Context: an optimization exercise on an open-source flow, tuned for small area. The choices shown serve that exercise and are no tape-out recipe. Function was checked by simulation only, so behaviour that the tests miss may differ from the original.

run A:
// pong
module pong(clk, rst, Movleft, Movright, vga_h_sync, vga_v_sync, vga_R, vga_G, vga_B, Shoot);
input clk, rst, Movleft, Movright, Shoot;
output vga_h_sync, vga_v_sync, vga_R, vga_G, vga_B;
wire inDisplayArea;
wire [9:0] X;
wire [8:0] Y;
wire ResetCollision;
hvsync_generator syncgen(.clk(clk), .rst(rst), .vga_h_sync(vga_h_sync), .vga_v_sync(vga_v_sync),
  .inDisplayArea(inDisplayArea), .CounterX(X), .CounterY(Y), .frame_tick(ResetCollision));
wire [4:0] Yr = Y[8:4];
reg start, GameO, GameO_d, livereset, respawn, exitstart, death;
reg [2:0] lives;
reg [8:0] blk_gone;          
reg [12:0] accum;
reg [6:0] accum_hi;
wire pps = (accum == 0);
wire pps1 = pps & (accum_hi == 0);
always @(posedge clk, posedge rst)
    if(rst) begin
        accum <= 0;
        accum_hi <= 0;
    end
    else begin
        accum <= (pps ? 13'd5000 : accum) - 1'b1;
        if (pps) accum_hi <= (accum_hi == 0 ? 7'd100 : accum_hi) - 1'b1;
    end
reg [8:0] PaddlePosition;
always @(posedge clk, posedge rst)
    if(rst) PaddlePosition <= 249;
    else if(start) PaddlePosition <= 249;
    else if(pps & ~GameO) begin
        if(Movright) begin
            if(~&PaddlePosition) PaddlePosition <= PaddlePosition + 1'b1;
        end
        else if(Movleft) begin
            if(|PaddlePosition) PaddlePosition <= PaddlePosition - 1'b1;
        end
    end
reg [9:0] ballX;
reg [4:0] ballYr;
reg ball_dirX, ball_dirY, movX, movY;
wire [10:0] dX = {1'b0, X} - {1'b0, ballX};      
wire xb0  = (dX == 11'd0);
wire xb8  = (dX == 11'd8);
wire xb16 = (dX == 11'd16);
wire yrow  = (Yr == ballYr);
wire [5:0] ballYr1 = {1'b0, ballYr} + 1'b1;
wire yrow1 = ({1'b0, Yr} == ballYr1);
wire y4  = (Y[3:0] == 4'd4);
wire y12 = (Y[3:0] == 4'd12);
wire yb0  = y4 & yrow;       
wire yb8  = y12 & yrow;      
wire yb16 = y4 & yrow1;      
reg ball_inX, ball_inY;
always @(posedge clk, posedge rst)
        if(rst) ball_inX <= 0;
        else if(ball_inX==0) ball_inX <= xb0 & ball_inY;
        else ball_inX <= !xb16;
always @(posedge clk, posedge rst)
        if(rst) ball_inY <= 0;
        else if(ball_inY==0) ball_inY <= yb0;
        else ball_inY <= !yb16;
wire ball = ball_inX & ball_inY;
wire border = (X[9:3]==0) || (X[9:3]==78) || (Y[8:3]==0) || (Y[8:3]==59);
wire [10:0] dP = {1'b0, X} - {2'b0, PaddlePosition};     
  ...
Settings: LEC_CHECK=0, CAP_MARGIN=20, CORE_MARGIN=2, CORE_UTILIZATION=60, CTS_BUF_LIST=sky130_fd_sc_hd__clkbuf_8, PLACE_DENSITY=0.7, SLEW_MARGIN=20; clock period 20.0 ns.
standard.sh (not shown) runs the stock make flow with config.mk's settings and CLKGATE_MAP_FILE= SYNTH_SCRIPT=/design/flow/synth_recipe.tcl, a recipe that flattens the netlist after the stock synthesis.
==> flow/flow/run.sh <==
#!/bin/bash
# Own layout flow: the standard ORFS flow (standard.sh) with these changes:
#  - synthesis maps the combinational logic with ABC using an area-oriented
#    script (flow/abc.script: &deepsyn, then &dch/&nf) instead of ORFS's
#    delay-oriented one, and skips Yosys's adder cell mapping so that ABC
#    sees adders as plain logic. Registers are mapped exactly as in the
#    standard synthesis (same Yosys passes up to ABC).
#  - synthesis runs eight times, four at a time, with different &deepsyn
#    seeds, and the smallest netlist is kept for the layout.
#  - the port buffers are sky130_fd_sc_hd__buf_1.
# Each run's full output goes to a log file in this folder (ORFS keeps its
# per-step logs under orfs/logs/).
set -euo pipefail
W=$PWD
SEEDS="0 1 2 3 4 5 6 7"
run_seed() {
  s=$1
  rm -rf "$W/scripts_$s" "$W/orfs_$s"
  cp -r "$FLOW_HOME/scripts" "$W/scripts_$s"
  sed "s/@SEED@/$s/" "$W/flow/abc.script" > "$W/scripts_$s/abc_speed.script"
  bash standard.sh SCRIPTS_DIR="$W/scripts_$s" ADDER_MAP_FILE= WORK_HOME="$W/orfs_$s" synth > "$W/synth_$s.log" 2>&1 || true
}
for s in 0 1 2 3; do run_seed $s & done
wait
for s in 4 5 6 7; do run_seed $s & done
wait
best=""; best_area=""
for s in $SEEDS; do
  rpt="$W/orfs_$s/reports/$FLOW_PLATFORM/pong/base/synth_stat.txt"
  [[ -f "$rpt" ]] || continue
  a=$(awk '/Chip area for module/ {print $NF}' "$rpt")
  echo "seed $s: area $a" >> "$W/synth_choice.log"
  if [[ -z "$best" ]] || awk -v a="$a" -v b="$best_area" 'BEGIN{exit !(a < b)}'; then
    best=$s; best_area=$a
  fi
done
echo "chosen seed $best ($best_area)" >> "$W/synth_choice.log"
rm -rf "$W/orfs"
mv "$W/orfs_$best" "$W/orfs"
for s in $SEEDS; do [[ "$s" == "$best" ]] || rm -rf "$W/orfs_$s" "$W/scripts_$s"; done
bash standard.sh SCRIPTS_DIR="$W/scripts_$best" ADDER_MAP_FILE= BUFFER_PORTS_ARGS="-buffer_cell sky130_fd_sc_hd__buf_1" finish > "$W/layout.log" 2>&1
test -f "$W/out/final.def"
==> flow/flow/abc.script <==
&get -n
&st
&deepsyn -J 100 -T 300 -S @SEED@
&dch -f
&nf -R 1000
&put
topo
Setup changes, run A to run H
--- a/flow/design.v
+++ b/flow/design.v
@@ -41,31 +41,31 @@
 wire inDisplayArea;
 wire [9:0] X;
 wire [8:0] Y;
 wire ResetCollision;
 hvsync_generator syncgen(.clk(clk), .rst(rst), .vga_h_sync(vga_h_sync), .vga_v_sync(vga_v_sync),
   .inDisplayArea(inDisplayArea), .CounterX(X), .CounterY(Y), .frame_tick(ResetCollision));
 wire [4:0] Yr = Y[8:4];
 reg start, GameO, GameO_d, livereset, respawn, exitstart, death;
 reg [2:0] lives;
 reg [8:0] blk_gone;          
-reg [12:0] accum;
+reg [9:0] accum8;
 reg [6:0] accum_hi;
-wire pps = (accum == 0);
+wire pps = (X[2:0] == 0) & (accum8 == 0);
 wire pps1 = pps & (accum_hi == 0);
 always @(posedge clk, posedge rst)
     if(rst) begin
-        accum <= 0;
+        accum8 <= 0;
         accum_hi <= 0;
     end
     else begin
-        accum <= (pps ? 13'd5000 : accum) - 1'b1;
+        if (&X[2:0]) accum8 <= (accum8[9] & accum8[6] & accum8[5] & accum8[4]) ? 10'd0 : accum8 + 1'b1;   
         if (pps) accum_hi <= (accum_hi == 0 ? 7'd100 : accum_hi) - 1'b1;
     end
 reg [8:0] PaddlePosition;
 always @(posedge clk, posedge rst)
     if(rst) PaddlePosition <= 249;
     else if(start) PaddlePosition <= 249;
     else if(pps & ~GameO) begin
         if(Movright) begin
             if(~&PaddlePosition) PaddlePosition <= PaddlePosition + 1'b1;
         end
- Run H went all the way through the flow, and no timing, DRC or antenna check failed.
- Compared with run A, placement density in the core of run H is lower.
- The non-clock buffer count in run H sits 2 below the value recorded for run A.
- Of run H and run A, the higher area after synthesis belongs to run A.
- | least setup slack across all paths after layout | run H vs run A | worse |
- Looking at delay of the slowest cell on the worst path, run H sits 570 ps below run A.
- Between run A and run H, largest fanout on the critical path decreased.

## static timing again, ports no longer ideal
Ports are ideal in the flow. The routed layouts listed here were re-timed in OpenROAD. Step 1 sets driving cells, clkbuf_16 on the clock port and buf_2 on the other inputs (assumed; they add their load-dependent delay and slew). Step 2 times the ports against the registers' clock, not the clock port: input delays grow and output delays shrink by t, the midpoint of the rising clock arrivals with the driver on. a / b / c = no drivers / after step 1 / after step 2; a / b = the first two.
| run | t, ns | slack for setup (ns) | worst setup path after step 2 | worst register clock-pin slew, ns | cell pins on the clock port's net |
|---|---|---|---|---|---|
| run A | 0.414 | 14.484 / 14.501 / 14.087 | input to register | 0.11 / 0.11 | 1 |
| run H | 0.414 | 14.401 / 14.412 / 13.998 | input to register | 0.11 / 0.11 | 1 |
After both steps every run listed still meets setup and hold. For run H, which loses most, drivers alone change the setup slack by +0.011 ns; drivers and shift together by -0.403 ns.
